What follows belongs to an exercise in optimizing a design on an open flow for small area; a production flow would make more cautious choices. Only simulation tests tie the RTL to the original design; equivalence was not proved.

## flow/design.v (module list and top-level ports; edited modules follow where they fit)
// module mac5: 1301 lines
// module cnn_top: 389 lines
module cnn_top (
    input clk,
    input rst_n,
    input mode_i,
    input mem_ram_dest_i,
    input [12:0] mem_ram_adr_i,
    input [4:0] mem_ram_adr_offset_i,
    input mem_ram_data_en_i,
    input [11:0] mem_ram_data_i,
    input ecg_ready_i,
    output ecg_predict_en_o,
    input signed [11:0] ecg_data_i,
    output [1:0] ecg_predict_label_o,
    output [23:0] ecg_predict_score_o
);
  // ...
==> flow/run.sh <==
#!/bin/bash
# synth_recipe.tcl (not shown) runs the flow's synth.tcl, then flattens the netlist and writes it again
# the make line also repeats each setting of config.mk as NAME=value (left out here)
make -C /OpenROAD-flow-scripts/flow DESIGN_CONFIG=/design/flow/config.mk WORK_HOME=/design/flow/orfs CLKGATE_MAP_FILE= SYNTH_SCRIPT=/design/flow/synth_recipe.tcl finish
==> flow/config.mk <==
export PLATFORM = sky130hd
export DESIGN_NAME = cnn_top
export DESIGN_NICKNAME = cnn_top
export VERILOG_FILES = /design/flow/design.v
export SDC_FILE = /design/flow/constraint.sdc
export NUM_CORES = 4
export LEC_CHECK = 0
export ABC_AREA = 1
export CAP_MARGIN = 20
export CORE_MARGIN = 2
export CORE_UTILIZATION = 55
export CTS_CLUSTER_DIAMETER = 100
export CTS_CLUSTER_SIZE = 25
export PLACE_DENSITY = 0.7
export SLEW_MARGIN = 20
==> flow/constraint.sdc <==
create_clock -name core_clock -period 20.0 [get_ports {clk}]
set_input_delay 4.0000 -clock core_clock [delete_from_list [all_inputs] [get_ports {clk}]]
set_output_delay 4.0000 -clock core_clock [all_outputs]
set_load 0.01 [all_outputs]
==> impl_metrics.env, run 1 <==
export IMPL_outcome="complete, no violations"
export IMPL_critical_path_depth=51
export IMPL_wirelength_um=420000
export IMPL_grt_overflow_total=0
export IMPL_flow_area_growth_from_synthesis_pct=6.93
export IMPL_clock_tree_area_fraction_pct=3.68
export IMPL_signal_buffer_area_fraction_pct=1.44
export IMPL_post_synth_fa_ha_maj_area_fraction_pct=6.04
export IMPL_well_tap_count=3402
export IMPL_worstPathMaxFanout=13
export IMPL_yosysWarningCount=9
export IMPL_layout_worst_path_cycle_share_pct=89.4
export IMPL_synth_cell_area_um2=143000
export IMPL_hold_end="ring[1862]"
export IMPL_drive_gt1_share_pct=5.06
export IMPL_finalMaxSlewViolations=0
export IMPL_cts_buffers_inserted=194
export IMPL_die_w_um=514
export IMPL_mostFrequentLayoutCell="sky130_fd_sc_hd__dfxtp_1"
export IMPL_clock_buffer_count_in_the_final_layout=223
export IMPL_path_clk_slew_ps=100
export IMPL_critical_path_most_common_cell="sky130_fd_sc_hd__fa_1"
export IMPL_tritoncts="done"
export IMPL_grt_util_met2_pct=45.5
export IMPL_rsz_0062_raised_after_global_routing="false"
export IMPL_synth_seq_cells=4273
export IMPL_hold_buffers=0
export IMPL_highest_layer="met4"
export IMPL_share_of_the_synthesized_netlist_area_taken_by_xor_and_xnor_gates_pct=2.49
export IMPL_synth_edf_count=1075
==> module cnn_top, before the edit <==
module cnn_top (
    input clk,
    input rst_n,
    input mode_i,
    input mem_ram_dest_i,
    input [12:0] mem_ram_adr_i,
    input [4:0] mem_ram_adr_offset_i,
    input mem_ram_data_en_i,
    input [11:0] mem_ram_data_i,
    input ecg_ready_i,
    output ecg_predict_en_o,
    input signed [11:0] ecg_data_i,
    output [1:0] ecg_predict_label_o,
    output [23:0] ecg_predict_score_o
);
localparam NW = 48;      
integer k, t, e;
function [20:0] radd;        
    input [20:0] a, b;
    input ci;
    integer i;
    reg c;
    begin
        c = ci;
        for (i = 0; i < 21; i = i + 1) begin
            radd[i] = a[i] ^ b[i] ^ c;
            c = (a[i] & b[i]) | (a[i] & c) | (b[i] & c);
        end
    end
endfunction
function gt12;               
    input [11:0] a, b;
    integer i;
    reg c;
    begin
        c = 1'b1;            
        for (i = 0; i < 12; i = i + 1)
            c = (b[i] & ~a[i]) | (b[i] & c) | (~a[i] & c);
        gt12 = ~c;
    end
endfunction
reg [6:0] ph;
always @(posedge clk or negedge rst_n) begin
    if (!rst_n)
        ph <= 7'd0;
    else
        ph <= (ph == NW-1) ? 7'd0 : ph + 7'd1;
end
wire wr    = mode_i & mem_ram_data_en_i;
wire wr_w  = wr & mem_ram_dest_i;
wire wr_b  = wr & ~mem_ram_dest_i;
wire [7:0] tgt_raw = {1'b0, mem_ram_adr_i[6:0]} + 8'd47 - {1'b0, ph};
wire [6:0] tgt = (tgt_raw >= 8'd48) ? (tgt_raw - 8'd48) : tgt_raw[6:0];
wire in_ring = (mem_ram_adr_i[6:0] < 7'd48);
reg [4:0] tap_dec;
always @(*) begin
    for (t = 0; t < 5; t = t + 1)
        tap_dec[t] = (mem_ram_adr_offset_i == t);
end
reg [NW/2-1:0] pos_dec;
always @(*) begin
    for (k = 0; k < NW/2; k = k + 1)
        pos_dec[k] = wr_w & in_ring & (tgt == 2*k);
end
reg [NW*60-1:0] ring;
always @(posedge clk) begin
    for (k = 0; k < NW; k = k + 1)
        for (t = 0; t < 5; t = t + 1)
            if ((k % 2 == 0) && pos_dec[k/2] && tap_dec[t])
                ring[(k*5+t)*12 +: 12] <= mem_ram_data_i;
            else
                ring[(k*5+t)*12 +: 12] <= ring[(((k+1)%NW)*5+t)*12 +: 12];
end
wire [59:0] wword = ring[59:0];
function [3:0] bslot;
    input [4:0] b;
    begin
        case (b)
            5'd0:  bslot = 4'd0;
            5'd1:  bslot = 4'd2;
            5'd2:  bslot = 4'd4;
            5'd3:  bslot = 4'd6;
            5'd4:  bslot = 4'd8;
            5'd5:  bslot = 4'd13;
            5'd6:  bslot = 4'd1;
            5'd7:  bslot = 4'd5;
            5'd8:  bslot = 4'd9;
            5'd9:  bslot = 4'd14;
            5'd10: bslot = 4'd3;
            5'd11: bslot = 4'd7;
            5'd12: bslot = 4'd10;
            5'd13: bslot = 4'd15;
            5'd17: bslot = 4'd11;
            default: bslot = 4'd12;     
        endcase
    end
endfunction
wire [3:0] btgt = bslot(mem_ram_adr_i[4:0]) + ~ph[3:0];    
wire bwr = wr_b & ((mem_ram_adr_i[6:0] < 7'd14) | (mem_ram_adr_i[6:0] == 7'd17) | (mem_ram_adr_i[6:0] == 7'd18));
reg [16*12-1:0] bring;
always @(posedge clk) begin
    for (k = 0; k < 16; k = k + 1)
        if ((k % 2 == 0) && bwr && (btgt == k))
            bring[k*12 +: 12] <= mem_ram_data_i;
        else
            bring[k*12 +: 12] <= bring[((k+1)%16)*12 +: 12];
end
wire [11:0] cbias = bring[11:0];
wire [11:0] fcb_now = bring[10*12 +: 12];
reg [1:0] fslot;
reg fwr;
always @(*) begin
    fwr = 1'b0;
    fslot = 2'd0;
    if (wr_w && mem_ram_adr_offset_i == 5'd4) begin
        if (mem_ram_adr_i[6:0] == 7'd60) begin fwr = 1'b1; fslot = 2'd0; end
        if (mem_ram_adr_i[6:0] == 7'd61) begin fwr = 1'b1; fslot = 2'd1; end
        if (mem_ram_adr_i[6:0] == 7'd63) begin fwr = 1'b1; fslot = 2'd2; end
        if (mem_ram_adr_i[6:0] == 7'd64) begin fwr = 1'b1; fslot = 2'd3; end
    end
end
wire [1:0] ftgt = fslot + ~ph[1:0];
reg [4*12-1:0] fring;
always @(posedge clk) begin
    for (k = 0; k < 4; k = k + 1)
        if ((k % 2 == 0) && fwr && (ftgt == k))
            fring[k*12 +: 12] <= mem_ram_data_i;
        else
            fring[k*12 +: 12] <= fring[((k+1)%4)*12 +: 12];
end
wire [11:0] fcw_now = fring[11:0];
reg run, fcrun;             
wire mac_free = ~run & ~fcrun;
reg [11:0] dt [0:15];       
reg [2:0]  dvc [0:3];       
reg [3:0]  dcnt;            
reg        dbusy;           
reg [2:0]  des;             
reg [11:0] sq [0:3];
reg [1:0]  sq_wr, sq_rd;
reg [2:0]  sq_n;
wire din_en = ecg_ready_i & ~mode_i;
wire sq_pop = ~dbusy & (sq_n != 3'd0);
wire deval = dbusy & mac_free;          
wire [11:0] dy;                         
wire [3:0] dev;
assign dev[0] = sq_pop;
assign dev[1] = deval & (des == 3'd0);
assign dev[2] = deval & (des == 3'd1);
assign dev[3] = deval & (des == 3'd2);
wire a_out_en = deval & (des == 3'd3);
wire d_out_en = deval & (des == 3'd4);
always @(posedge clk) begin
    if (din_en)
        sq[sq_wr] <= ecg_data_i;
    for (k = 0; k < 4; k = k + 1)
        if (dev[k]) begin
            dt[4*k+3] <= dt[4*k+2];
            dt[4*k+2] <= dt[4*k+1];
            dt[4*k+1] <= dt[4*k+0];
            dt[4*k+0] <= (k == 0) ? sq[sq_rd] : dy;
        end
end
always @(posedge clk or negedge rst_n) begin
    if (!rst_n) begin
        for (k = 0; k < 4; k = k + 1)
            dvc[k] <= 3'd0;
        dcnt  <= 4'b0010;
        dbusy <= 1'b0;
        des   <= 3'd0;
        sq_wr <= 2'd0;
        sq_rd <= 2'd0;
        sq_n  <= 3'd0;
    end
    else begin
        for (k = 0; k < 4; k = k + 1)
            if (dev[k]) begin
                dcnt[k] <= ~dcnt[k];
                if (dvc[k] != 3'd4)
                    dvc[k] <= dvc[k] + 3'd1;
            end
        if (din_en)
            sq_wr <= sq_wr + 2'd1;
        if (sq_pop)
            sq_rd <= sq_rd + 2'd1;
        sq_n <= sq_n + {2'd0, din_en} - {2'd0, sq_pop};
        if (sq_pop) begin
            if (dcnt[0]) begin
                dbusy <= 1'b1;
                des   <= 3'd0;
            end
        end
        else if (deval) begin
            if (des == 3'd3)
                des <= 3'd4;
            else if (des == 3'd4)
                dbusy <= 1'b0;
            else if (dcnt[des+1])
                des <= des + 3'd1;
            else
                dbusy <= 1'b0;
        end
    end
end
reg [11:0] f1 [0:9];        
reg [10:0] f2 [0:19];       
reg [10:0] f3 [0:19];
reg [10:0] f4 [0:19];
reg [10:0] f5 [0:3];        
reg [2:0] c1, c2, c3, c4;   
reg [1:0] c5;               
reg [1:0] pc1, pc2, pc3, pc4;
reg pend, fc_out, u4b, pdone;
reg fpass;
wire start = (ph == NW-1) & (pend | d_out_en);
wire act2 = (pc1 == 2'd1);
wire act3 = act2 & (pc2 == 2'd1);
wire act4 = act3 & (pc3 == 2'd1);
wire act5 = act4 & (pc4 == 2'd1);
always @(posedge clk or negedge rst_n) begin
    if (!rst_n) begin
        pend <= 1'b0;
        run <= 1'b0;
        fcrun <= 1'b0;
        fc_out <= 1'b0;
        u4b <= 1'b0;
        pdone <= 1'b0;
        fpass <= 1'b1;
        pc1 <= 2'd2;
        pc2 <= 2'd2;
        pc3 <= 2'd2;
        pc4 <= 2'd2;
    end
    else begin
        pend <= (pend | d_out_en) & ~start;
        fc_out <= fcrun & (ph == 7'd3);
        u4b <= run & (ph == NW-1) & act4;
        pdone <= run & (ph == NW-1);
        if (ph == NW-1) begin
            run <= start;
            fcrun <= run & act5;
        end
        else if (ph == 7'd3)
            fcrun <= 1'b0;
        if (pdone)
            fpass <= 1'b0;
        if (pdone) begin
            pc1 <= (pc1 == 2'd2) ? 2'd0 : pc1 + 2'd1;
            if (act2) pc2 <= (pc2 == 2'd2) ? 2'd0 : pc2 + 2'd1;
            if (act3) pc3 <= (pc3 == 2'd2) ? 2'd0 : pc3 + 2'd1;
            if (act4) pc4 <= (pc4 == 2'd2) ? 2'd0 : pc4 + 2'd1;
        end
    end
end
wire l1 = (ph < 7'd8);
wire l2 = (ph >= 7'd8)  & (ph < 7'd24);
wire l3 = (ph >= 7'd24) & (ph < 7'd40);
wire first = fcrun ? ~ph[0] : l1 ? ~ph[0] : (ph[1:0] == 2'd0);
wire cbadd = run & ((ph == 7'd0) | (ph == 7'd2) | (ph == 7'd4) | (ph == 7'd6) | (ph == 7'd8) | (ph == 7'd13) |
                    (ph == 7'd17) | (ph == 7'd21) | (ph == 7'd25) | (ph == 7'd30) | (ph == 7'd35) | (ph == 7'd39) |
                    (ph == 7'd42) | (ph == 7'd47));
wire [11:0] bterm = fcrun ? (((ph[1:0] == 2'd1) | (ph[1:0] == 2'd2)) ? fcb_now : 12'd0) : (cbadd ? cbias : 12'd0);
reg [11:0] xl [0:4];
wire [11:0] fcx = ph[0] ? f5[3] : ((c5 == 2'd3) ? f5[2] : 12'd0);
wire l4 = ~l1 & ~l2 & ~l3;
reg [13:0] xs;
wire [1:0] dline = (des == 3'd4) ? 2'd3 : des[1:0];
always @(*) begin
    xs[0] = run & l1 & ~ph[0];
    xs[1] = run & l1 &  ph[0];
    for (k = 0; k < 4; k = k + 1) begin
        xs[2+k]  = run & l2 & (ph[1:0] == k);
        xs[6+k]  = run & l3 & (ph[1:0] == k);
        xs[10+k] = run & l4 & (ph[1:0] == k);
    end
end
always @(*) begin
    for (e = 0; e < 5; e = e + 1) begin
        xl[e] = (e == 0 && fcrun) ? fcx : 12'd0;
        for (k = 0; k < 2; k = k + 1)
            xl[e] = xl[e] | (f1[5*k+e] & {12{xs[k] & (e < c1)}});
        for (k = 0; k < 4; k = k + 1) begin
            xl[e] = xl[e] | (f2[5*k+e] & {12{xs[2+k] & (e < c2)}});
            xl[e] = xl[e] | (f3[5*k+e] & {12{xs[6+k] & (e < c3)}});
            xl[e] = xl[e] | (f4[5*k+e] & {12{xs[10+k] & (e < c4)}});
            if (e < 4)
                xl[e] = xl[e] | (dt[4*k+e] & {12{deval & (dline == k) & (e < dvc[k])}});
        end
    end
end
wire [11:0] w4 = fcrun ? fcw_now : wword[48 +: 12];
wire dhp = (des == 3'd4);
wire [11:0] mw0 = ~deval ? w4              : dhp ? -12'sd124 : -12'sd33;
wire [11:0] mw1 = ~deval ? wword[36 +: 12] : dhp ?  12'sd214 :  12'sd57;
wire [11:0] mw2 = ~deval ? wword[24 +: 12] : dhp ? -12'sd57  :  12'sd214;
wire [11:0] mw3 = ~deval ? wword[12 +: 12] : dhp ? -12'sd33  :  12'sd124;
wire [11:0] my;
assign dy = my;
mac5 u_mac (.x({xl[4], xl[3], xl[2], xl[1], xl[0]}),
            .w({wword[0 +: 12], mw3, mw2, mw1, mw0}),
            .y(my));
reg signed [14:0] acc;
always @(posedge clk) begin
        acc <= (fpass & (ph == 7'd0)) ? 15'd0 :
               radd(radd(first ? 21'd0 : {{6{acc[14]}}, acc}, {{9{my[11]}}, my}, 1'b0), {{9{bterm[11]}}, bterm}, 1'b0);
end
wire [11:0] relu = acc[14] ? 12'd0 : (|acc[13:11]) ? 12'h7FF : {1'b0, acc[10:0]};
wire u1 = run & (ph >= 7'd2)  & (ph <= 7'd8)  & ~ph[0];                   
wire u2 = run & act2 & (ph >= 7'd12) & (ph <= 7'd24) & (ph[1:0] == 2'd0);  
wire u3 = run & act3 & (ph >= 7'd28) & (ph <= 7'd40) & (ph[1:0] == 2'd0);  
wire u4a = run & act4 & (ph == 7'd44);                                    
wire u4 = u4a | u4b;                                                       
wire u5 = fcrun & (ph == 7'd2);                                            
wire [1:0] uo = u1 ? (ph[2:1] - 2'd1) : u2 ? (ph[3:2] - 2'd3) : u3 ? (ph[3:2] - 2'd3) : {1'b0, u4b};
wire [1:0] upc = u1 ? pc1 : u2 ? pc2 : u3 ? pc3 : pc4;
wire ustart = (upc == 2'd2);
reg [11:0] ucur;
always @(*) begin
    ucur = u4b ? f5[3] : f5[0];
    for (k = 0; k < 4; k = k + 1) begin
        if (u1 && uo == k) ucur = f2[5*k];
        if (u2 && uo == k) ucur = f3[5*k];
        if (u3 && uo == k) ucur = f4[5*k];
    end
end
wire [11:0] umax = (ustart || gt12(relu, ucur)) ? relu : ucur;
always @(posedge clk) begin
    for (k = 0; k < 4; k = k + 1) begin
        if (u1 && uo == k) begin
            if (ustart)
                for (e = 4; e > 0; e = e - 1)
                    f2[5*k+e] <= f2[5*k+e-1];
            f2[5*k] <= umax;
        end
        if (u2 && uo == k) begin
            if (ustart)
                for (e = 4; e > 0; e = e - 1)
                    f3[5*k+e] <= f3[5*k+e-1];
            f3[5*k] <= umax;
        end
        if (u3 && uo == k) begin
            if (ustart)
                for (e = 4; e > 0; e = e - 1)
                    f4[5*k+e] <= f4[5*k+e-1];
            f4[5*k] <= umax;
        end
    end
    if (u4a) begin
        if (ustart) begin
            f5[2] <= f5[1];
            f5[1] <= f5[0];
        end
        f5[0] <= umax;
    end
    if (u4b)
        f5[3] <= umax;
    if (a_out_en) begin
        for (e = 4; e > 0; e = e - 1)
            f1[e] <= f1[e-1];
        f1[0] <= dy;
    end
    if (d_out_en) begin
        for (e = 4; e > 0; e = e - 1)
            f1[5+e] <= f1[5+e-1];
        f1[5] <= dy;
    end
end
always @(posedge clk or negedge rst_n) begin
    if (!rst_n) begin
        c1 <= 3'd0; c2 <= 3'd0; c3 <= 3'd0; c4 <= 3'd0; c5 <= 2'd0;
    end
    else begin
        if (d_out_en && c1 != 3'd5) c1 <= c1 + 3'd1;
        if (u1 && uo == 2'd0 && ustart && c2 != 3'd5) c2 <= c2 + 3'd1;
        if (u2 && uo == 2'd0 && ustart && c3 != 3'd5) c3 <= c3 + 3'd1;
        if (u3 && uo == 2'd0 && ustart && c4 != 3'd5) c4 <= c4 + 3'd1;
        if (u4a && ustart && c5 != 2'd3) c5 <= c5 + 2'd1;
    end
end
reg [10:0] pred0;
always @(posedge clk) begin
    if (u5)
        pred0 <= relu;
end
assign ecg_predict_en_o = fc_out;
assign ecg_predict_score_o = {relu, 1'b0, pred0};
assign ecg_predict_label_o[0] = gt12(pred0, relu);
assign ecg_predict_label_o[1] = gt12(relu, pred0);
endmodule
==> inputs of run 2 (changes only) <==
--- a/flow/design.v
+++ b/flow/design.v
@@ -1503,10 +1503,16 @@
         end
     end
 end
-reg [11:0] f1 [0:9];        
-reg [10:0] f2 [0:19];       
-reg [10:0] f3 [0:19];
-reg [10:0] f4 [0:19];
+reg [11:0] f1 [0:1];        
+reg [10:0] f2 [0:3];        
+reg [10:0] f3 [0:3];
+reg [10:0] f4 [0:3];
+reg [11:0] r1 [0:7];        
+reg [10:0] r2 [0:15];
+reg [10:0] r3 [0:15];
+reg [10:0] r4 [0:15];
+reg [1:0] kp1, kp2, kp3, kp4;   
+reg [3:0] pw;               
 reg [10:0] f5 [0:3];        
 reg [2:0] c1, c2, c3, c4;   
 reg [1:0] c5;               
@@ -1575,18 +1581,35 @@
         xs[10+k] = run & l4 & (ph[1:0] == k);
     end
 end
+reg [11:0] xq [0:3];
+reg [11:0] xe0;
+always @(*) begin
+    xe0 = 12'd0;
+    for (e = 0; e < 4; e = e + 1)
+        xq[e] = 12'd0;
+    for (k = 0; k < 2; k = k + 1) begin
+        xe0 = xe0 | (f1[k] & {12{xs[k]}});
+        for (e = 0; e < 4; e = e + 1)
+            xq[e] = xq[e] | (r1[4*k+e] & {12{xs[k]}});
+    end
+    for (k = 0; k < 4; k = k + 1) begin
+        xe0 = xe0 | (f2[k] & {12{xs[2+k]}}) | (f3[k] & {12{xs[6+k]}}) | (f4[k] & {12{xs[10+k]}});
+        for (e = 0; e < 4; e = e + 1)
+            xq[e] = xq[e] | (r2[4*k+e] & {12{xs[2+k]}}) | (r3[4*k+e] & {12{xs[6+k]}}) | (r4[4*k+e] & {12{xs[10+k]}});
+    end
+end
+wire [1:0] ksel = l1 ? kp1 : l2 ? kp2 : l3 ? kp3 : kp4;
+wire [1:0] rsel = ksel - ph[1:0];
+wire [2:0] csel = l1 ? c1 : l2 ? c2 : l3 ? c3 : c4;
 always @(*) begin
     for (e = 0; e < 5; e = e + 1) begin
-        xl[e] = (e == 0 && fcrun) ? fcx : 12'd0;
-        for (k = 0; k < 2; k = k + 1)
-            xl[e] = xl[e] | (f1[5*k+e] & {12{xs[k] & (e < c1)}});
-        for (k = 0; k < 4; k = k + 1) begin
-            xl[e] = xl[e] | (f2[5*k+e] & {12{xs[2+k] & (e < c2)}});
-            xl[e] = xl[e] | (f3[5*k+e] & {12{xs[6+k] & (e < c3)}});
-            xl[e] = xl[e] | (f4[5*k+e] & {12{xs[10+k] & (e < c4)}});
+        if (e == 0)
+            xl[e] = ((csel != 3'd0) ? xe0 : 12'd0) | (fcrun ? fcx : 12'd0);
+        else
+            xl[e] = (e < csel) ? xq[(rsel - e) & 3] : 12'd0;
+        for (k = 0; k < 4; k = k + 1)
             if (e < 4)
                 xl[e] = xl[e] | (dt[4*k+e] & {12{deval & (dline == k) & (e < dvc[k])}});
-        end
     end
 end
 wire [11:0] w4 = fcrun ? fcw_now : wword[48 +: 12];
@@ -1619,32 +1642,24 @@
 always @(*) begin
     ucur = u4b ? f5[3] : f5[0];
     for (k = 0; k < 4; k = k + 1) begin
-        if (u1 && uo == k) ucur = f2[5*k];
-        if (u2 && uo == k) ucur = f3[5*k];
-        if (u3 && uo == k) ucur = f4[5*k];
+        if (u1 && uo == k) ucur = f2[k];
+        if (u2 && uo == k) ucur = f3[k];
+        if (u3 && uo == k) ucur = f4[k];
     end
 end
 wire [11:0] umax = (ustart || gt12(relu, ucur)) ? relu : ucur;
+wire push1 = pw[0] & (ph[1:0] == kp1);
+wire push2 = pw[1] & (ph[1:0] == kp2);
+wire push3 = pw[2] & (ph[1:0] == kp3);
+wire push4 = pw[3] & (ph[1:0] == kp4);
 always @(posedge clk) begin
     for (k = 0; k < 4; k = k + 1) begin
-        if (u1 && uo == k) begin
-            if (ustart)
-                for (e = 4; e > 0; e = e - 1)
-                    f2[5*k+e] <= f2[5*k+e-1];
-            f2[5*k] <= umax;
-        end
-        if (u2 && uo == k) begin
-            if (ustart)
-                for (e = 4; e > 0; e = e - 1)
-                    f3[5*k+e] <= f3[5*k+e-1];
-            f3[5*k] <= umax;
-        end
-        if (u3 && uo == k) begin
-            if (ustart)
-                for (e = 4; e > 0; e = e - 1)
-                    f4[5*k+e] <= f4[5*k+e-1];
-            f4[5*k] <= umax;
-        end
+        if (u1 && uo == k)
+            f2[k] <= umax;
+        if (u2 && uo == k)
+            f3[k] <= umax;
+        if (u3 && uo == k)
+            f4[k] <= umax;
     end
     if (u4a) begin
         if (ustart) begin
@@ -1655,15 +1670,43 @@
     end
     if (u4b)
         f5[3] <= umax;
-    if (a_out_en) begin
-        for (e = 4; e > 0; e = e - 1)
-            f1[e] <= f1[e-1];
+    if (a_out_en)
         f1[0] <= dy;
+    if (d_out_en)
+        f1[1] <= dy;
+    for (k = 0; k < 2; k = k + 1) begin
+        for (e = 0; e < 3; e = e + 1)
+            r1[4*k+e] <= r1[4*k+e+1];
+        r1[4*k+3] <= push1 ? f1[k] : r1[4*k];
+    end
+    for (k = 0; k < 4; k = k + 1) begin
+        for (e = 0; e < 3; e = e + 1) begin
+            r2[4*k+e] <= r2[4*k+e+1];
+            r3[4*k+e] <= r3[4*k+e+1];
+            r4[4*k+e] <= r4[4*k+e+1];
+        end
+        r2[4*k+3] <= push2 ? f2[k] : r2[4*k];
+        r3[4*k+3] <= push3 ? f3[k] : r3[4*k];
+        r4[4*k+3] <= push4 ? f4[k] : r4[4*k];
+    end
+end
+always @(posedge clk or negedge rst_n) begin
+    if (!rst_n) begin
+        pw <= 4'd0;
+        kp1 <= 2'd0;
+        kp2 <= 2'd0;
+        kp3 <= 2'd0;
+        kp4 <= 2'd0;
     end
-    if (d_out_en) begin
-        for (e = 4; e > 0; e = e - 1)
-            f1[5+e] <= f1[5+e-1];
-        f1[5] <= dy;
+    else begin
+        if (run & (ph == NW-1))
+            pw <= {act4, act3, act2, 1'b1};
+        else
+            pw <= pw & ~{push4, push3, push2, push1};    
+        if (push1) kp1 <= kp1 + 2'd1;
+        if (push2) kp2 <= kp2 + 2'd1;
+        if (push3) kp3 <= kp3 + 2'd1;
+        if (push4) kp4 <= kp4 + 2'd1;
     end
 end
 always @(posedge clk or negedge rst_n) begin
==> run 2 against run 1 <==
Against the previous run: routed wire length is 11% lower; first-iteration DRC count is 16% lower; clock-buffer cell count is 8 higher; non-clock buffer count is 20 lower; highest routed layer is now met5; critical path type unchanged; maximum frequency is 0.32% lower; via count is 2.3% higher; utilization is 0.22 points lower; die area is 1.9% lower.
==> impl_metrics.env, run 2 <==
export IMPL_netlist_instances=13367
export IMPL_tritoncts="done"
export IMPL_postCtsResizedCells=0
export IMPL_core_area_um2=254000
export IMPL_worstSetupStartpointType="flop"
export IMPL_rsz_0062_raised_after_global_routing="false"
export IMPL_combined_global_route_utilization_of_all_metal_layers_pct=28.5
export IMPL_placedInstanceArea_um2=144000
export IMPL_postSynthAreaPerCell_um2=10.5
export IMPL_flow_area_growth_from_synthesis_pct=6.52
export IMPL_maxClockFrequency_mhz=55.8
export IMPL_ff2ff_setup_slack_ps=2060
export IMPL_grt_overflow_total=0
export IMPL_cts_max_level=4
export IMPL_worstReg2RegStart="ph[3]"
export IMPL_dpl_hpwl_um=253000
export IMPL_clock_tree_root_cell="sky130_fd_sc_hd__clkbuf_16"
export IMPL_synth_cell_area_um2=140000
export IMPL_cp_top_family="adder cells"
export IMPL_worstPathMaxFanout=41
export IMPL_netlist_area_leader_share_pct=53.7
export IMPL_first_pass_grt_wire_length_um=559000
export IMPL_cap_viol_max_count=0
export IMPL_highest_layer="met5"
export IMPL_layout_worst_path_cycle_share_pct=89.7
export IMPL_rr_endpoint="acc[14]"
export IMPL_outcome="complete, no violations"
export IMPL_critical_path_most_common_cell="sky130_fd_sc_hd__fa_1"
export IMPL_stdcell_area_um2=149000
export IMPL_start_util_pct=55.2
export IMPL_timing_setup_tns_ps=0
export IMPL_commonest_cells_after_routing_fill_and_taps_aside="sky130_fd_sc_hd__dfxtp_1, sky130_fd_sc_hd__nand2_1, sky130_fd_sc_hd__o21ai_0, sky130_fd_sc_hd__inv_1, sky130_fd_sc_hd__edfxtp_1"
export IMPL_synth_top_cells_by_count="sky130_fd_sc_hd__dfxtp_1, sky130_fd_sc_hd__nand2_1, sky130_fd_sc_hd__o21ai_0"
export IMPL_synthDominantAreaCellType="sky130_fd_sc_hd__dfxtp_1"
export IMPL_drt_vias_per_instance=5.54
export IMPL_grt_pass1_vias=89339
export IMPL_numPortBuffers=66
export IMPL_vias=91624
export IMPL_hold_path_class="flop to flop"
export IMPL_met2WireLength_um=169000
export IMPL_cp_bufs_invs=10
export IMPL_gp_congestion=0.978
export IMPL_die_y_um=509
export IMPL_largest_register="ring"
export IMPL_worst_slew_pin_transition_ps=1240
export IMPL_dr_wl_met3_um=27600
export IMPL_worst_hold_path_num_cells=0
export IMPL_wp_data_required_ps=20800
export IMPL_largest_reg_flops=2880
export IMPL_cts_sinks=4285
export IMPL_drive_gt1_share_pct=4.55
export IMPL_multiInputGateArea_um2=43400
export IMPL_ctsLongestPathBuffers=3
export IMPL_hold_buffers=0
export IMPL_post_synth_main_area_contributors="sky130_fd_sc_hd__dfxtp_1, sky130_fd_sc_hd__edfxtp_1, sky130_fd_sc_hd__nand2_1"
export IMPL_largestRegisters="ring: 2880 flops, bring: 192 flops, dt: 192 flops"
export IMPL_ff_latch_area_um2=90700
export IMPL_count_of_pins_on_the_block_boundary=75
export IMPL_maximum_number_of_pins_on_one_net_before_global_route_repair=84
export IMPL_synth_distinct_cells=79
export IMPL_yosysWarningCount=14
export IMPL_drt_first_pass_iters=7
export IMPL_synth_edf_count=451
export IMPL_critical_path_class="flop to flop"
export IMPL_async_sr_flop_fraction_pct=1.75
export IMPL_finalSetupViolations=0
export IMPL_finClkSkew_ps=71.5
export IMPL_drt_met1_wl_um=165000
export IMPL_drt_iter0_drc=9473
export IMPL_wirelength_um=375000
export IMPL_hold_start="r4[11][0]"
export IMPL_mostFrequentLayoutCell="sky130_fd_sc_hd__dfxtp_1"
export IMPL_worst_r2r_path_depth=57
export IMPL_path_clk_slew_ps=110
export IMPL_ys_dominant_reg_cell="sky130_fd_sc_hd__dfxtp_1"
export IMPL_number_of_antenna_violations_at_the_first_check_in_global_routing=16
export IMPL_drc=0
export IMPL_cts_buffers_inserted=194
export IMPL_worstPathArrival_ps=18740
export IMPL_rel_slew_slack_pct=17.1
export IMPL_layout_min_cycle_time_ps=17940
export IMPL_finalMaxSlewViolations=0
export IMPL_design_die_area_um2=259000
export IMPL_timing_hold_violations_final=0
export IMPL_clkLatencyLatePin_ps=900
export IMPL_max_stage_delay_ps=740
export IMPL_setup_worst_path_end_class="flop"
export IMPL_finish_net_count=13616
export IMPL_ys_seq_area_share_pct=64.7
export IMPL_synth_seq_cells=4285
export IMPL_final_fill_count=20847
export IMPL_critical_path_slowest_cell="sky130_fd_sc_hd__nand2_1"
export IMPL_hold_end="r4[10][0]"
export IMPL_critical_path_depth=57
export IMPL_placementRows=185
export IMPL_die_w_um=509
export IMPL_post_synth_top_count_cell="sky130_fd_sc_hd__dfxtp_1"
export IMPL_post_cts_buffers=0
export IMPL_avgRoutedWirePerCell_um=22.7
export IMPL_ant_nets=0
-- run 2: area by class of cell --
class / count / share of cell area, %
clock buffers: 231 / 3.35
well taps: 3366 / 2.82
repair buffers: 251 / 1.37
clock inverters: 24 / 0.315
inverters: 935 / 2.39
diodes: 9 / 0.0151
multi-input cells: 7429 / 29.0
flip-flops and latches: 4285 / 60.7
-- run 2: per-layer routing --
metal / track usage, % / vias to the layer above
met5: 0 / -
li1: - / 42933
met3: 4.74 / 726
met4: 9.69 / 6
met2: 45.2 / 3215
met1: 39.9 / 44744
-- run 2: worst max-delay path by stage --
stage               slack (ps)  start      end
floorplan                 4970  ph[0]  acc[14]
global placement          2130  ph[3]  acc[14]
detailed placement        2180  ph[3]  acc[14]
CTS                       2160  ph[3]  acc[14]
global route              1310  ph[3]  acc[14]
finish                    2060  ph[3]  acc[14]
-- run 2: cells by family after synthesis --
logic type | after synthesis | share of synthesized area, %
flip-flops | 4285 | 64.7
AND/OR/NAND/NOR | 3691 | 10.7
AO/OA/AOI/OAI | 2837 | 11.2
buffers and inverters | 1654 | 4.60
adder cells (fa/ha/maj) | 472 | 6.16
XOR/XNOR | 425 | 2.65
multiplexers | 2 | 0.0152
other | 1 | 0.00267
-- run 2: metrics by stage --
step	std cells	hold WS, ps	setup WS [ps]	utilization (%)
6_report	16530	291	2060	58.8
5_1_grt	16523	299	1310	58.8
4_1_cts	16520	291	2160	58.8
3_5_place_dp	16265	312	2180	56.7
3_3_place_gp	16265	310	2130	56.6
2_1_floorplan	13368	310	4970	-
==> inputs of run 3 (changes only) <==
--- a/flow/design.v
+++ b/flow/design.v
@@ -1508,11 +1508,12 @@
 reg [10:0] f3 [0:3];
 reg [10:0] f4 [0:3];
 reg [11:0] r1 [0:7];        
-reg [10:0] r2 [0:15];
+reg [10:0] r2 [0:15];       
 reg [10:0] r3 [0:15];
 reg [10:0] r4 [0:15];
 reg [1:0] kp1, kp2, kp3, kp4;   
 reg [3:0] pw;               
+reg pwin;                   
 reg [10:0] f5 [0:3];        
 reg [2:0] c1, c2, c3, c4;   
 reg [1:0] c5;               
@@ -1583,23 +1584,18 @@
 end
 reg [11:0] xq [0:3];
 reg [11:0] xe0;
+wire xr1 = run & l1, xr2 = run & l2, xr3 = run & l3, xr4 = run & l4;
 always @(*) begin
     xe0 = 12'd0;
-    for (e = 0; e < 4; e = e + 1)
-        xq[e] = 12'd0;
-    for (k = 0; k < 2; k = k + 1) begin
+    for (k = 0; k < 2; k = k + 1)
         xe0 = xe0 | (f1[k] & {12{xs[k]}});
-        for (e = 0; e < 4; e = e + 1)
-            xq[e] = xq[e] | (r1[4*k+e] & {12{xs[k]}});
-    end
-    for (k = 0; k < 4; k = k + 1) begin
+    for (k = 0; k < 4; k = k + 1)
         xe0 = xe0 | (f2[k] & {12{xs[2+k]}}) | (f3[k] & {12{xs[6+k]}}) | (f4[k] & {12{xs[10+k]}});
-        for (e = 0; e < 4; e = e + 1)
-            xq[e] = xq[e] | (r2[4*k+e] & {12{xs[2+k]}}) | (r3[4*k+e] & {12{xs[6+k]}}) | (r4[4*k+e] & {12{xs[10+k]}});
-    end
+    for (e = 0; e < 4; e = e + 1)
+        xq[e] = (r1[e] & {12{xr1}}) | (r2[e] & {12{xr2}}) | (r3[e] & {12{xr3}}) | (r4[e] & {12{xr4}});
 end
 wire [1:0] ksel = l1 ? kp1 : l2 ? kp2 : l3 ? kp3 : kp4;
-wire [1:0] rsel = ksel - ph[1:0];
+wire [1:0] rsel = ksel;
 wire [2:0] csel = l1 ? c1 : l2 ? c2 : l3 ? c3 : c4;
 always @(*) begin
     for (e = 0; e < 5; e = e + 1) begin
@@ -1648,10 +1644,15 @@
     end
 end
 wire [11:0] umax = (ustart || gt12(relu, ucur)) ? relu : ucur;
-wire push1 = pw[0] & (ph[1:0] == kp1);
-wire push2 = pw[1] & (ph[1:0] == kp2);
-wire push3 = pw[2] & (ph[1:0] == kp3);
-wire push4 = pw[3] & (ph[1:0] == kp4);
+wire push1 = pwin & pw[0] & ~ph[1];         
+wire push2 = pwin & pw[1];
+wire push3 = pwin & pw[2];
+wire push4 = pwin & pw[3];
+wire [11:0] pv1 = f1[~ph[0]];
+wire [1:0] pch = ph[1:0] + 2'd1;
+wire [10:0] pv2 = f2[pch];
+wire [10:0] pv3 = f3[pch];
+wire [10:0] pv4 = f4[pch];
 always @(posedge clk) begin
     for (k = 0; k < 4; k = k + 1) begin
         if (u1 && uo == k)
@@ -1674,39 +1675,34 @@
         f1[0] <= dy;
     if (d_out_en)
         f1[1] <= dy;
-    for (k = 0; k < 2; k = k + 1) begin
-        for (e = 0; e < 3; e = e + 1)
-            r1[4*k+e] <= r1[4*k+e+1];
-        r1[4*k+3] <= push1 ? f1[k] : r1[4*k];
-    end
-    for (k = 0; k < 4; k = k + 1) begin
-        for (e = 0; e < 3; e = e + 1) begin
-            r2[4*k+e] <= r2[4*k+e+1];
-            r3[4*k+e] <= r3[4*k+e+1];
-            r4[4*k+e] <= r4[4*k+e+1];
-        end
-        r2[4*k+3] <= push2 ? f2[k] : r2[4*k];
-        r3[4*k+3] <= push3 ? f3[k] : r3[4*k];
-        r4[4*k+3] <= push4 ? f4[k] : r4[4*k];
+    for (k = 0; k < 8; k = k + 1)
+        r1[k] <= (k < 4 && push1 && kp1 == k) ? pv1 : r1[(k+4)%8];
+    for (k = 0; k < 16; k = k + 1) begin
+        r2[k] <= (k < 4 && push2 && kp2 == k) ? pv2 : r2[(k+4)%16];
+        r3[k] <= (k < 4 && push3 && kp3 == k) ? pv3 : r3[(k+4)%16];
+        r4[k] <= (k < 4 && push4 && kp4 == k) ? pv4 : r4[(k+4)%16];
     end
 end
 always @(posedge clk or negedge rst_n) begin
     if (!rst_n) begin
         pw <= 4'd0;
+        pwin <= 1'b0;
         kp1 <= 2'd0;
         kp2 <= 2'd0;
         kp3 <= 2'd0;
         kp4 <= 2'd0;
     end
     else begin
-        if (run & (ph == NW-1))
+        if (run & (ph == NW-1)) begin
             pw <= {act4, act3, act2, 1'b1};
-        else
-            pw <= pw & ~{push4, push3, push2, push1};    
-        if (push1) kp1 <= kp1 + 2'd1;
-        if (push2) kp2 <= kp2 + 2'd1;
-        if (push3) kp3 <= kp3 + 2'd1;
-        if (push4) kp4 <= kp4 + 2'd1;
+            pwin <= 1'b1;
+        end
+        else if (ph == 7'd3)
+            pwin <= 1'b0;
+        if (push1 & (ph[1:0] == 2'd1)) kp1 <= kp1 + 2'd1;
+        if (push2 & (ph[1:0] == 2'd3)) kp2 <= kp2 + 2'd1;
+        if (push3 & (ph[1:0] == 2'd3)) kp3 <= kp3 + 2'd1;
+        if (push4 & (ph[1:0] == 2'd3)) kp4 <= kp4 + 2'd1;
     end
 end
 always @(posedge clk or negedge rst_n) begin
==> run 3 against run 2 <==
Against the previous run: clock skew grew 15 ps; setup slack worse by 320 ps; first-iteration DRC count rose by 4.2%; via count decreased by 1.7%; highest routed layer unchanged.
==> impl_metrics.env, run 3 <==
export IMPL_outcome="complete, no violations"
export IMPL_wp_data_required_ps=20750
export IMPL_drt_first_pass_iters=6
export IMPL_timing_hold_violations_final=0
export IMPL_commonest_cells_after_routing_fill_and_taps_aside="sky130_fd_sc_hd__dfxtp_1, sky130_fd_sc_hd__nand2_1, sky130_fd_sc_hd__o21ai_0, sky130_fd_sc_hd__inv_1, sky130_fd_sc_hd__edfxtp_1"
export IMPL_combined_global_route_utilization_of_all_metal_layers_pct=28.4
export IMPL_placedInstanceArea_um2=142000
export IMPL_synth_cell_area_um2=139000
export IMPL_setup_worst_path_end_class="flop"
export IMPL_flow_area_growth_from_synthesis_pct=6.58
export IMPL_drc=0
export IMPL_drt_iter0_drc=9872
export IMPL_maxClockFrequency_mhz=54.8
export IMPL_hold_path_class="flop to flop"
export IMPL_worst_slew_pin_transition_ps=1360
export IMPL_grt_pass1_vias=87012
export IMPL_postCtsResizedCells=0
export IMPL_dpl_hpwl_um=250000
export IMPL_drive_gt1_share_pct=4.70
export IMPL_worst_hold_path_num_cells=0
export IMPL_max_stage_delay_ps=810
export IMPL_synth_top_cells_by_count="sky130_fd_sc_hd__dfxtp_1, sky130_fd_sc_hd__nand2_1, sky130_fd_sc_hd__o21ai_0"
export IMPL_core_area_um2=251000
export IMPL_worstSetupStartpointType="flop"
export IMPL_largestRegisters="ring: 2880 flops, bring: 192 flops, dt: 192 flops"
export IMPL_ctsLongestPathBuffers=3
export IMPL_layout_min_cycle_time_ps=18250
export IMPL_drt_vias_per_instance=5.58
export IMPL_count_of_pins_on_the_block_boundary=75
export IMPL_fin_cells=16133
export IMPL_wirelength_um=371000
export IMPL_gp_congestion=0.986
export IMPL_postSynthAreaPerCell_um2=10.7
export IMPL_die_w_um=506
export IMPL_tritoncts="done"
export IMPL_clkLatencyLatePin_ps=920
export IMPL_finalSetupViolations=0
export IMPL_placed_cells_incl_taps=15871
export IMPL_hold_buffers=0
export IMPL_netlist_instances=13009
export IMPL_synth_edf_count=451
export IMPL_maximum_number_of_pins_on_one_net_before_global_route_repair=86
export IMPL_number_of_antenna_violations_at_the_first_check_in_global_routing=21
export IMPL_finClkSkew_ps=87.0
export IMPL_vias=90090
export IMPL_critical_path_most_common_cell="sky130_fd_sc_hd__fa_1"
export IMPL_post_cts_buffers=0
export IMPL_timing_setup_tns_ps=0
export IMPL_stdcell_area_um2=148000
export IMPL_netlist_area_leader_share_pct=54.3
export IMPL_ys_dominant_reg_cell="sky130_fd_sc_hd__dfxtp_1"
export IMPL_start_util_pct=55.3
export IMPL_path_clk_slew_ps=100
export IMPL_worst_r2r_path_depth=51
export IMPL_placementRows=184
export IMPL_worstPathMaxFanout=11
export IMPL_rsz_0062_raised_after_global_routing="false"
export IMPL_grt_overflow_total=0
export IMPL_rel_slew_slack_pct=8.57
export IMPL_ff2ff_setup_slack_ps=1750
export IMPL_mostFrequentLayoutCell="sky130_fd_sc_hd__dfxtp_1"
export IMPL_finish_net_count=13258
export IMPL_clock_tree_root_cell="sky130_fd_sc_hd__clkbuf_16"
export IMPL_critical_path_slowest_cell="sky130_fd_sc_hd__nor2_1"
export IMPL_post_synth_main_area_contributors="sky130_fd_sc_hd__dfxtp_1, sky130_fd_sc_hd__edfxtp_1, sky130_fd_sc_hd__o21ai_0"
export IMPL_cts_max_level=4
export IMPL_cts_buffers_inserted=193
export IMPL_yosysWarningCount=14
export IMPL_synth_distinct_cells=70
export IMPL_design_die_area_um2=256000
export IMPL_worstPathArrival_ps=19000
export IMPL_finalMaxSlewViolations=0
export IMPL_ys_seq_area_share_pct=65.4
export IMPL_synth_seq_cells=4286
export IMPL_cts_sinks=4286
export IMPL_first_pass_grt_wire_length_um=551000
export IMPL_async_sr_flop_fraction_pct=1.77
export IMPL_cap_viol_max_count=0
export IMPL_largest_reg_flops=2880
export IMPL_ant_nets=0
export IMPL_die_y_um=506
export IMPL_critical_path_class="flop to flop"
export IMPL_largest_register="ring"
export IMPL_synthDominantAreaCellType="sky130_fd_sc_hd__dfxtp_1"
export IMPL_avgRoutedWirePerCell_um=23.0
export IMPL_numPortBuffers=66
export IMPL_layout_worst_path_cycle_share_pct=91.3
export IMPL_post_synth_top_count_cell="sky130_fd_sc_hd__dfxtp_1"
[run 3: kinds of logic (layout without fill, tap and decap cells)]
family                     Yosys count  in the layout  synth area share (%)
DFF                               4286           4286                  65.4
and+or+nand+nor                   3370           3370                  9.74
AOI/OAI and AO/OA                 2791           2791                  11.0
buffers and inverters             1602           1366                  4.41
adders and majority gates          491            491                  6.40
xor gates and xnor gates           412            412                  2.60
muxes                               56             56                 0.450
other                                1             13               0.00270
[run 3: final timing paths]
check,from,to
worst max-delay path,ph[3],acc[14]
worst min-delay path,r2[11][1],r2[7][1]
worst max register to register,ph[3],acc[14]
worst min register to register,r2[11][1],r2[7][1]
max in group asynchronous,rst_n,ph[2]
min in group asynchronous,rst_n,sq_rd[0]
[run 3: through the flow]
stage,utilization [%],hold slack (ps),worst slack [ps]
3_5_place_dp,56.7,312,2220
6_report,58.9,276,1750
5_1_grt,58.9,278,1520
2_1_floorplan,-,310,5650
3_3_place_gp,56.6,310,2360
4_1_cts,58.9,275,2210
[run 3: critical path, delay by kind of cell, from the launching register on]
kind            cells  cell delay [ps]
simple gates        8             2190
xor+xnor            4              670
fa+ha+maj          23            11110
compound gates      4             1470
buf+inv            12             2130
flops               1              560
[run 3: per-layer routing]
layer,track usage (%),routed length [um]
met4,10.7,15500
met1,40.9,163000
met3,4.52,28900
met5,0,34
met2,43.4,163000
[run 3: area by class of cell]
type                            instances  area [um^2]
Antenna cell                           11         27.5
Clock buffer                          224         4950
Clock inverter                         26          568
Fill cell                           20643       103000
Inverter                              893         3410
Multi-Input combinational cell       7122        42100
Sequential cell                      4286        90700
Tap cell                             3348         4190
Timing Repair Buffer                  223         1850
==> inputs of run 4 (changes only) <==
--- a/flow/design.v
+++ b/flow/design.v
@@ -1437,11 +1437,11 @@
 reg [3:0]  dcnt;            
 reg        dbusy;           
 reg [2:0]  des;             
-reg [11:0] sq [0:3];
+reg [11:0] sq [0:2];
 reg [1:0]  sq_wr, sq_rd;
-reg [2:0]  sq_n;
+reg [1:0]  sq_n;
 wire din_en = ecg_ready_i & ~mode_i;
-wire sq_pop = ~dbusy & (sq_n != 3'd0);
+wire sq_pop = ~dbusy & (sq_n != 2'd0);
 wire deval = dbusy & mac_free;          
 wire [11:0] dy;                         
 wire [3:0] dev;
@@ -1471,7 +1471,7 @@
         des   <= 3'd0;
         sq_wr <= 2'd0;
         sq_rd <= 2'd0;
-        sq_n  <= 3'd0;
+        sq_n  <= 2'd0;
     end
     else begin
         for (k = 0; k < 4; k = k + 1)
@@ -1481,10 +1481,10 @@
                     dvc[k] <= dvc[k] + 3'd1;
             end
         if (din_en)
-            sq_wr <= sq_wr + 2'd1;
+            sq_wr <= (sq_wr == 2'd2) ? 2'd0 : sq_wr + 2'd1;
         if (sq_pop)
-            sq_rd <= sq_rd + 2'd1;
-        sq_n <= sq_n + {2'd0, din_en} - {2'd0, sq_pop};
+            sq_rd <= (sq_rd == 2'd2) ? 2'd0 : sq_rd + 2'd1;
+        sq_n <= sq_n + {1'b0, din_en} - {1'b0, sq_pop};
         if (sq_pop) begin
             if (dcnt[0]) begin
                 dbusy <= 1'b1;
@@ -1586,11 +1586,7 @@
 reg [11:0] xe0;
 wire xr1 = run & l1, xr2 = run & l2, xr3 = run & l3, xr4 = run & l4;
 always @(*) begin
-    xe0 = 12'd0;
-    for (k = 0; k < 2; k = k + 1)
-        xe0 = xe0 | (f1[k] & {12{xs[k]}});
-    for (k = 0; k < 4; k = k + 1)
-        xe0 = xe0 | (f2[k] & {12{xs[2+k]}}) | (f3[k] & {12{xs[6+k]}}) | (f4[k] & {12{xs[10+k]}});
+    xe0 = (f1[0] & {12{xr1}}) | (f2[0] & {12{xr2}}) | (f3[0] & {12{xr3}}) | (f4[0] & {12{xr4}});
     for (e = 0; e < 4; e = e + 1)
         xq[e] = (r1[e] & {12{xr1}}) | (r2[e] & {12{xr2}}) | (r3[e] & {12{xr3}}) | (r4[e] & {12{xr4}});
 end
@@ -1638,9 +1634,9 @@
 always @(*) begin
     ucur = u4b ? f5[3] : f5[0];
     for (k = 0; k < 4; k = k + 1) begin
-        if (u1 && uo == k) ucur = f2[k];
-        if (u2 && uo == k) ucur = f3[k];
-        if (u3 && uo == k) ucur = f4[k];
+        if (u1 && ((uo - ph[1:0]) & 2'd3) == k) ucur = f2[k];
+        if (u2 && ((uo - ph[1:0]) & 2'd3) == k) ucur = f3[k];
+        if (u3 && ((uo - ph[1:0]) & 2'd3) == k) ucur = f4[k];
     end
 end
 wire [11:0] umax = (ustart || gt12(relu, ucur)) ? relu : ucur;
@@ -1648,19 +1644,16 @@
 wire push2 = pwin & pw[1];
 wire push3 = pwin & pw[2];
 wire push4 = pwin & pw[3];
-wire [11:0] pv1 = f1[~ph[0]];
-wire [1:0] pch = ph[1:0] + 2'd1;
-wire [10:0] pv2 = f2[pch];
-wire [10:0] pv3 = f3[pch];
-wire [10:0] pv4 = f4[pch];
+wire [11:0] pv1 = f1[1];         
+wire [10:0] pv2 = f2[1];
+wire [10:0] pv3 = f3[1];
+wire [10:0] pv4 = f4[1];
+wire [1:0] uj = uo - ph[1:0] - 2'd1;
 always @(posedge clk) begin
     for (k = 0; k < 4; k = k + 1) begin
-        if (u1 && uo == k)
-            f2[k] <= umax;
-        if (u2 && uo == k)
-            f3[k] <= umax;
-        if (u3 && uo == k)
-            f4[k] <= umax;
+        f2[k] <= (u1 && uj == k) ? umax : f2[(k+1)%4];
+        f3[k] <= (u2 && uj == k) ? umax : f3[(k+1)%4];
+        f4[k] <= (u3 && uj == k) ? umax : f4[(k+1)%4];
     end
     if (u4a) begin
         if (ustart) begin
@@ -1671,10 +1664,8 @@
     end
     if (u4b)
         f5[3] <= umax;
-    if (a_out_en)
-        f1[0] <= dy;
-    if (d_out_en)
-        f1[1] <= dy;
+    f1[0] <= ((a_out_en && ph[0]) || (d_out_en && !ph[0])) ? dy : f1[1];
+    f1[1] <= ((a_out_en && !ph[0]) || (d_out_en && ph[0])) ? dy : f1[0];
     for (k = 0; k < 8; k = k + 1)
         r1[k] <= (k < 4 && push1 && kp1 == k) ? pv1 : r1[(k+4)%8];
     for (k = 0; k < 16; k = k + 1) begin
==> run 4 against run 3 <==
Against the previous run: maximum frequency grew 2.6%; critical path depth grew 10; utilization fell by 0.083 points; routed wire length fell by 3.6%; clock-buffer cell count is 12 lower; first-iteration DRC count shrank 12%; still clean on timing, DRC and antenna; critical path type unchanged; synthesized cell count increased by 1.9%; non-clock buffer count is 8 higher; worst hold slack lost 24 ps; critical endpoint unchanged.
==> impl_metrics.env, run 4 <==
export IMPL_clock_tree_root_cell="sky130_fd_sc_hd__clkbuf_16"
export IMPL_mostFrequentLayoutCell="sky130_fd_sc_hd__dfxtp_1"
export IMPL_drt_first_pass_iters=9
export IMPL_start_util_pct=55.2
export IMPL_yosysWarningCount=14
export IMPL_worstReg2RegStart="ph[3]"
export IMPL_placementRows=183
export IMPL_design_die_area_um2=253000
export IMPL_die_y_um=503
export IMPL_number_of_antenna_violations_at_the_first_check_in_global_routing=8
export IMPL_stdcell_area_um2=146000
export IMPL_numPortBuffers=66
export IMPL_gp_congestion=0.957
export IMPL_cts_sinks=4273
export IMPL_post_synth_main_area_contributors="sky130_fd_sc_hd__dfxtp_1, sky130_fd_sc_hd__nand2_1, sky130_fd_sc_hd__o21ai_0"
export IMPL_ys_seq_area_share_pct=64.7
export IMPL_drc=0
export IMPL_outcome="complete, no violations"
export IMPL_wp_data_required_ps=20820
export IMPL_largestRegisters="ring: 2880 flops, bring: 192 flops, dt: 192 flops"
export IMPL_count_of_pins_on_the_block_boundary=75
export IMPL_grt_overflow_total=0
export IMPL_critical_path_class="flop to flop"
export IMPL_layout_min_cycle_time_ps=17790
export IMPL_worst_r2r_path_depth=61
export IMPL_tritoncts="done"
export IMPL_final_fill_count=20579
export IMPL_ctsLongestPathBuffers=3
export IMPL_ys_dominant_reg_cell="sky130_fd_sc_hd__dfxtp_1"
export IMPL_worst_slew_pin_transition_ps=1170
export IMPL_first_pass_grt_wire_length_um=539000
export IMPL_synth_distinct_cells=66
export IMPL_wirelength_um=357000
export IMPL_finClkSkew_ps=104
export IMPL_path_clk_slew_ps=100
export IMPL_commonest_cells_after_routing_fill_and_taps_aside="sky130_fd_sc_hd__dfxtp_1, sky130_fd_sc_hd__nand2_1, sky130_fd_sc_hd__o21ai_0, sky130_fd_sc_hd__inv_1, sky130_fd_sc_hd__xor2_1"
export IMPL_worstSetupStartpointType="flop"
export IMPL_hold_buffers=0
export IMPL_synthDominantAreaCellType="sky130_fd_sc_hd__dfxtp_1"
export IMPL_cap_viol_max_count=0
export IMPL_post_cts_buffers=0
export IMPL_finish_net_count=13480
export IMPL_post_synth_top_count_cell="sky130_fd_sc_hd__dfxtp_1"
export IMPL_maximum_number_of_pins_on_one_net_before_global_route_repair=87
export IMPL_rsz_0062_raised_after_global_routing="false"
export IMPL_critical_path_slowest_cell="sky130_fd_sc_hd__nor2_1"
export IMPL_combined_global_route_utilization_of_all_metal_layers_pct=28.0
export IMPL_startpoint="ph[3]"
export IMPL_layout_worst_path_cycle_share_pct=89.0
export IMPL_ant_nets=0
export IMPL_timing_setup_tns_ps=0
export IMPL_avgRoutedWirePerCell_um=21.9
export IMPL_drive_gt1_share_pct=4.13
export IMPL_timing_hold_violations_final=0
export IMPL_netlist_instances=13251
export IMPL_hold_path_class="flop to flop"
export IMPL_postSynthAreaPerCell_um2=10.4
export IMPL_finalMaxSlewViolations=0
export IMPL_die_w_um=503
export IMPL_worst_hold_path_num_cells=0
export IMPL_placedInstanceArea_um2=141000
export IMPL_synth_top_cells_by_count="sky130_fd_sc_hd__dfxtp_1, sky130_fd_sc_hd__nand2_1, sky130_fd_sc_hd__o21ai_0"
export IMPL_core_area_um2=248000
export IMPL_drt_iter0_drc=8683
export IMPL_synth_seq_cells=4273
export IMPL_grt_pass1_vias=86822
export IMPL_clkLatencyLatePin_ps=900
export IMPL_async_sr_flop_fraction_pct=1.76
export IMPL_flow_area_growth_from_synthesis_pct=6.51
export IMPL_hold_start="ring[2455]"
export IMPL_rel_slew_slack_pct=21.3
export IMPL_dpl_hpwl_um=241000
export IMPL_finalSetupViolations=0
export IMPL_cts_max_level=4
export IMPL_max_stage_delay_ps=910
export IMPL_synth_edf_count=283
export IMPL_critical_path_most_common_cell="sky130_fd_sc_hd__fa_1"
export IMPL_maxClockFrequency_mhz=56.2
export IMPL_worstPathMaxFanout=26
export IMPL_worstPathArrival_ps=18610
export IMPL_largest_register="ring"
export IMPL_largest_reg_flops=2880
export IMPL_vias=88281
export IMPL_cts_buffers_inserted=193
export IMPL_netlist_area_leader_share_pct=57.1
export IMPL_postCtsResizedCells=0
export IMPL_drt_vias_per_instance=5.41
export IMPL_synth_cell_area_um2=137000
export IMPL_setup_worst_path_end_class="flop"
run 4: cell types whose count changed after synthesis, sizes merged, moves of 22 or more:
cell / delta
nand2: +263
edfxtp: -168
dfxtp: +156
nand3: +81
xor2: +52
mux2: -48
a21oi: -40
xnor2: -37
o221ai: -24
o22ai: +22
run 4: layout make-up:
cell class | instances | area (um^2) | area share (%)
diodes | 5 | 12.5 | 0.00856
clock inverters | 29 | 536 | 0.367
well taps | 3330 | 4170 | 2.85
clock buffers | 212 | 4930 | 3.38
flip-flops and latches | 4273 | 88800 | 60.7
repair buffers | 231 | 1920 | 1.32
multi-input cells | 7318 | 42200 | 28.9
inverters | 928 | 3540 | 2.43
run 4: per-stage QoR:
| step | hold slack, ps | setup WS (ps) | util (%) | std cells |
|---|---|---|---|---|
| 4_1_cts | 245 | 2300 | 58.8 | 16320 |
| 2_1_floorplan | 310 | 4950 | - | 13252 |
| 3_5_place_dp | 312 | 2320 | 56.6 | 16079 |
| 3_3_place_gp | 310 | 2390 | 56.6 | 16076 |
| 6_report | 252 | 2210 | 58.8 | 16326 |
| 5_1_grt | 267 | 1320 | 58.8 | 16323 |
run 4: worst max-delay path, delay by kind of cell, from the launching register on:
kind            cells  cell delay, ps
compound gates      7            1210
buf+inv            10            1590
simple gates       10            2920
fa+ha+maj          22            9170
flops               1             540
xor+xnor           12            2280
run 4: kinds of logic (layout without fill, tap and decap cells):
family	after synthesis	in the layout	share of synthesized area [%]
buffers and inverters	1661	1400	4.66
adder cells (fa/ha/maj)	487	487	6.43
AO/OA/AOI/OAI	2663	2663	10.4
multiplexers	14	14	0.105
AND/OR/NAND/NOR	3725	3725	11.0
other	1	7	0.00273
XOR/XNOR	427	427	2.73
flip-flops	4273	4273	64.7
run 4: final timing paths:
path                         endpoint  slack (ps)
setup / recovery              acc[14]        2210
setup reg to reg              acc[14]        2210
max in group asynchronous   dvc[1][2]       15760
hold / removal             ring[2395]         250
min in group asynchronous      fc_out        2980
hold reg to reg            ring[2395]         250
run 4: layer usage:
metal,track usage (%),part of all wire [%],vias up
li1,-,-,41896
met3,4.24,6.4,595
met1,38.5,44,43025
met4,10.3,4.1,4
met5,0,0.0073,-
met2,44.9,46,2761
==> inputs of run 5 (changes only) <==
--- a/flow/config.mk
+++ b/flow/config.mk
@@ -9,7 +9,7 @@
 export CAP_MARGIN = 20
 export CORE_MARGIN = 2
 export CORE_UTILIZATION = 55
-export CTS_CLUSTER_DIAMETER = 100
-export CTS_CLUSTER_SIZE = 25
+export CTS_CLUSTER_DIAMETER = 80
+export CTS_CLUSTER_SIZE = 32
 export PLACE_DENSITY = 0.7
 export SLEW_MARGIN = 20
==> run 5 against run 4 <==
Against the previous run: largest cell class unchanged; via count fell by 0.15%; sequential share of layout area rose by 0.18 points; register-to-register slack got worse by 120 ps; cell count fell by 0.15%; clock skew rose by 23 ps; maximum frequency fell by 0.68%; utilization fell by 0.17 points.
==> impl_metrics.env, run 5 <==
export IMPL_critical_path_slowest_cell="sky130_fd_sc_hd__nor2_1"
export IMPL_grt_pass1_vias=86417
export IMPL_clock_tree_root_cell="sky130_fd_sc_hd__clkbuf_16"
export IMPL_async_sr_flop_fraction_pct=1.76
export IMPL_critical_path_most_common_cell="sky130_fd_sc_hd__fa_1"
export IMPL_gp_congestion=0.957
export IMPL_maximum_number_of_pins_on_one_net_before_global_route_repair=87
export IMPL_synth_seq_cells=4273
export IMPL_ys_dominant_reg_cell="sky130_fd_sc_hd__dfxtp_1"
export IMPL_final_fill_count=20657
export IMPL_worstPathArrival_ps=18680
export IMPL_numPortBuffers=66
export IMPL_placementRows=183
export IMPL_die_y_um=503
export IMPL_number_of_antenna_violations_at_the_first_check_in_global_routing=8
export IMPL_ant_nets=0
export IMPL_vias=88150
export IMPL_finalMaxSlewViolations=0
export IMPL_post_synth_main_area_contributors="sky130_fd_sc_hd__dfxtp_1, sky130_fd_sc_hd__nand2_1, sky130_fd_sc_hd__o21ai_0"
export IMPL_commonest_cells_after_routing_fill_and_taps_aside="sky130_fd_sc_hd__dfxtp_1, sky130_fd_sc_hd__nand2_1, sky130_fd_sc_hd__o21ai_0, sky130_fd_sc_hd__inv_1, sky130_fd_sc_hd__xor2_1"
export IMPL_drt_vias_per_instance=5.41
export IMPL_netlist_area_leader_share_pct=57.1
export IMPL_worst_slew_pin_transition_ps=1170
export IMPL_finClkSkew_ps=126
export IMPL_drt_first_pass_iters=7
export IMPL_cts_max_level=4
export IMPL_yosysWarningCount=14
export IMPL_synth_distinct_cells=66
export IMPL_hold_buffers=0
export IMPL_setup_worst_path_end_class="flop"
export IMPL_worst_r2r_path_depth=61
export IMPL_worstSetupStartpointType="flop"
export IMPL_die_w_um=503
export IMPL_hold_start="ring[2048]"
export IMPL_synthDominantAreaCellType="sky130_fd_sc_hd__dfxtp_1"
export IMPL_synth_cell_area_um2=137000
export IMPL_dpl_worst_slack_ps=2320
export IMPL_timing_setup_tns_ps=0
export IMPL_maxClockFrequency_mhz=55.8
export IMPL_drc=0
export IMPL_hold_path_class="flop to flop"
export IMPL_critical_path_class="flop to flop"
export IMPL_placed_cells_incl_taps=16079
export IMPL_tritoncts="done"
export IMPL_largest_reg_flops=2880
export IMPL_cts_sinks=4273
export IMPL_ff2ff_setup_slack_ps=2090
export IMPL_largestRegisters="ring: 2880 flops, bring: 192 flops, dt: 192 flops"
export IMPL_drt_iter0_drc=8847
export IMPL_layout_min_cycle_time_ps=17910
export IMPL_post_synth_top_count_cell="sky130_fd_sc_hd__dfxtp_1"
export IMPL_worstPathMaxFanout=26
export IMPL_outcome="complete, no violations"
export IMPL_layout_worst_path_cycle_share_pct=89.6
export IMPL_wp_data_required_ps=20770
export IMPL_netlist_instances=13251
export IMPL_mostFrequentLayoutCell="sky130_fd_sc_hd__dfxtp_1"
export IMPL_grt_overflow_total=0
export IMPL_max_stage_delay_ps=950
export IMPL_post_cts_buffers=0
export IMPL_rel_slew_slack_pct=21.8
export IMPL_clkLatencyLatePin_ps=900
export IMPL_postSynthAreaPerCell_um2=10.4
export IMPL_cts_buffers_inserted=162
export IMPL_worstReg2RegStart="ph[3]"
export IMPL_first_pass_grt_wire_length_um=537000
export IMPL_timing_hold_violations_final=0
export IMPL_synth_edf_count=283
export IMPL_worst_hold_path_num_cells=0
export IMPL_wirelength_um=356000
export IMPL_fin_cells=16301
export IMPL_path_clk_slew_ps=110
export IMPL_cap_viol_max_count=0
export IMPL_finish_net_count=13450
export IMPL_count_of_pins_on_the_block_boundary=75
export IMPL_drive_gt1_share_pct=4.00
export IMPL_avgRoutedWirePerCell_um=21.9
export IMPL_combined_global_route_utilization_of_all_metal_layers_pct=27.9
export IMPL_core_area_um2=248000
export IMPL_rr_endpoint="acc[14]"
export IMPL_rsz_0062_raised_after_global_routing="false"
export IMPL_hold_end="ring[1988]"
export IMPL_design_die_area_um2=253000
export IMPL_start_util_pct=55.2
export IMPL_flow_area_growth_from_synthesis_pct=6.20
export IMPL_ctsLongestPathBuffers=3
export IMPL_timing_final_ws_setup_ps=2090
export IMPL_ys_seq_area_share_pct=64.7
export IMPL_synth_top_cells_by_count="sky130_fd_sc_hd__dfxtp_1, sky130_fd_sc_hd__nand2_1, sky130_fd_sc_hd__o21ai_0"
export IMPL_postCtsResizedCells=0
export IMPL_finalSetupViolations=0
export IMPL_dpl_hpwl_um=241000
export IMPL_largest_register="ring"
## run 5: through the flow
step | area [um^2] | util, % | hold WS (ps)
2_1_floorplan | 137000 | - | 310
3_3_place_gp | 141000 | 56.6 | 310
3_5_place_dp | 141000 | 56.6 | 312
4_1_cts | 146000 | 58.6 | 278
5_1_grt | 146000 | 58.6 | 273
6_report | 146000 | 58.6 | 289
## run 5: how the worst max path moves through the flow
| stage | end | from |
|---|---|---|
| after floorplan | acc[14] | ph[3] |
| after global placement | acc[14] | ph[3] |
| after detailed placement | acc[14] | run |
| after CTS | acc[14] | ph[3] |
| after global routing | acc[14] | ph[3] |
| final | acc[14] | ph[3] |
## run 5: metal layers
metal  up-vias  wire, um  global-route usage [%]
li1      41810         -                       -
met1     42990    156000                    38.5
met2      2767    162000                    44.8
met3       577     22800                    4.07
met4         6     15000                    10.4
met5         -        40                       0
## run 5: cell families after synthesis
logic type	after synthesis	share of synthesized area [%]
AOI/OAI and AO/OA	2663	10.4
xor gates and xnor gates	427	2.73
adders and majority gates	487	6.43
buffers and inverters	1661	4.66
DFF	4273	64.7
muxes	14	0.105
other	1	0.00273
and+or+nand+nor	3725	11.0
## run 5: final cells by class
| class | instances | area [um^2] | share of cell area [%] |
|---|---|---|---|
| well taps | 3330 | 4170 | 2.86 |
| repair buffers | 232 | 1940 | 1.33 |
| flip-flops and latches | 4273 | 88800 | 60.9 |
| inverters | 928 | 3540 | 2.43 |
| clock buffers | 176 | 4170 | 2.86 |
| multi-input cells | 7318 | 42200 | 29.0 |
| diodes | 3 | 7.51 | 0.00515 |
| clock inverters | 41 | 861 | 0.591 |
## run 5: worst max-delay path, delay by kind of cell, from the launching register on
family          cells  cell delay, ps
xor+xnor           12            2260
compound gates      7            1190
simple gates       10            3030
buf+inv            10            1590
flops               1             550
fa+ha+maj          22            9180

==> afterwards: timing with drivers on the ports <==
No port has a modelled driver above. Below, the same layouts with a new extraction and two added sets of constraints.
Step 1 (the two cells are an assumption about what drives the block):
set clk [get_ports {clk}]
set_driving_cell -lib_cell sky130_fd_sc_hd__clkbuf_16 $clk
set_driving_cell -lib_cell sky130_fd_sc_hd__buf_2 [delete_from_list [all_inputs] $clk]
Step 2 moves the port delays by t, midway between the first and last clock arrival at a register: inputs arrive t later, outputs are due t later. That takes back most of the time a late clock gives input paths.
a / b / c = ideal / step 1 / step 2; a / b = the first two.
| run | t, ns | setup slack, ns | worst register clock-pin slew, ns |
|---|---|---|---|
| run 1 | 0.978 | 2.121 / 2.121 / 2.121 | 0.11 / 0.11 |
| run 2 | 0.958 | 2.064 / 2.064 / 2.064 | 0.11 / 0.11 |
| run 3 | 0.972 | 1.748 / 1.748 / 1.748 | 0.11 / 0.11 |
| run 4 | 0.948 | 2.209 / 2.209 / 2.209 | 0.11 / 0.11 |
| run 5 | 0.938 | 2.087 / 2.087 / 2.087 | 0.12 / 0.12 |
After both steps setup and hold are still met in every run listed.
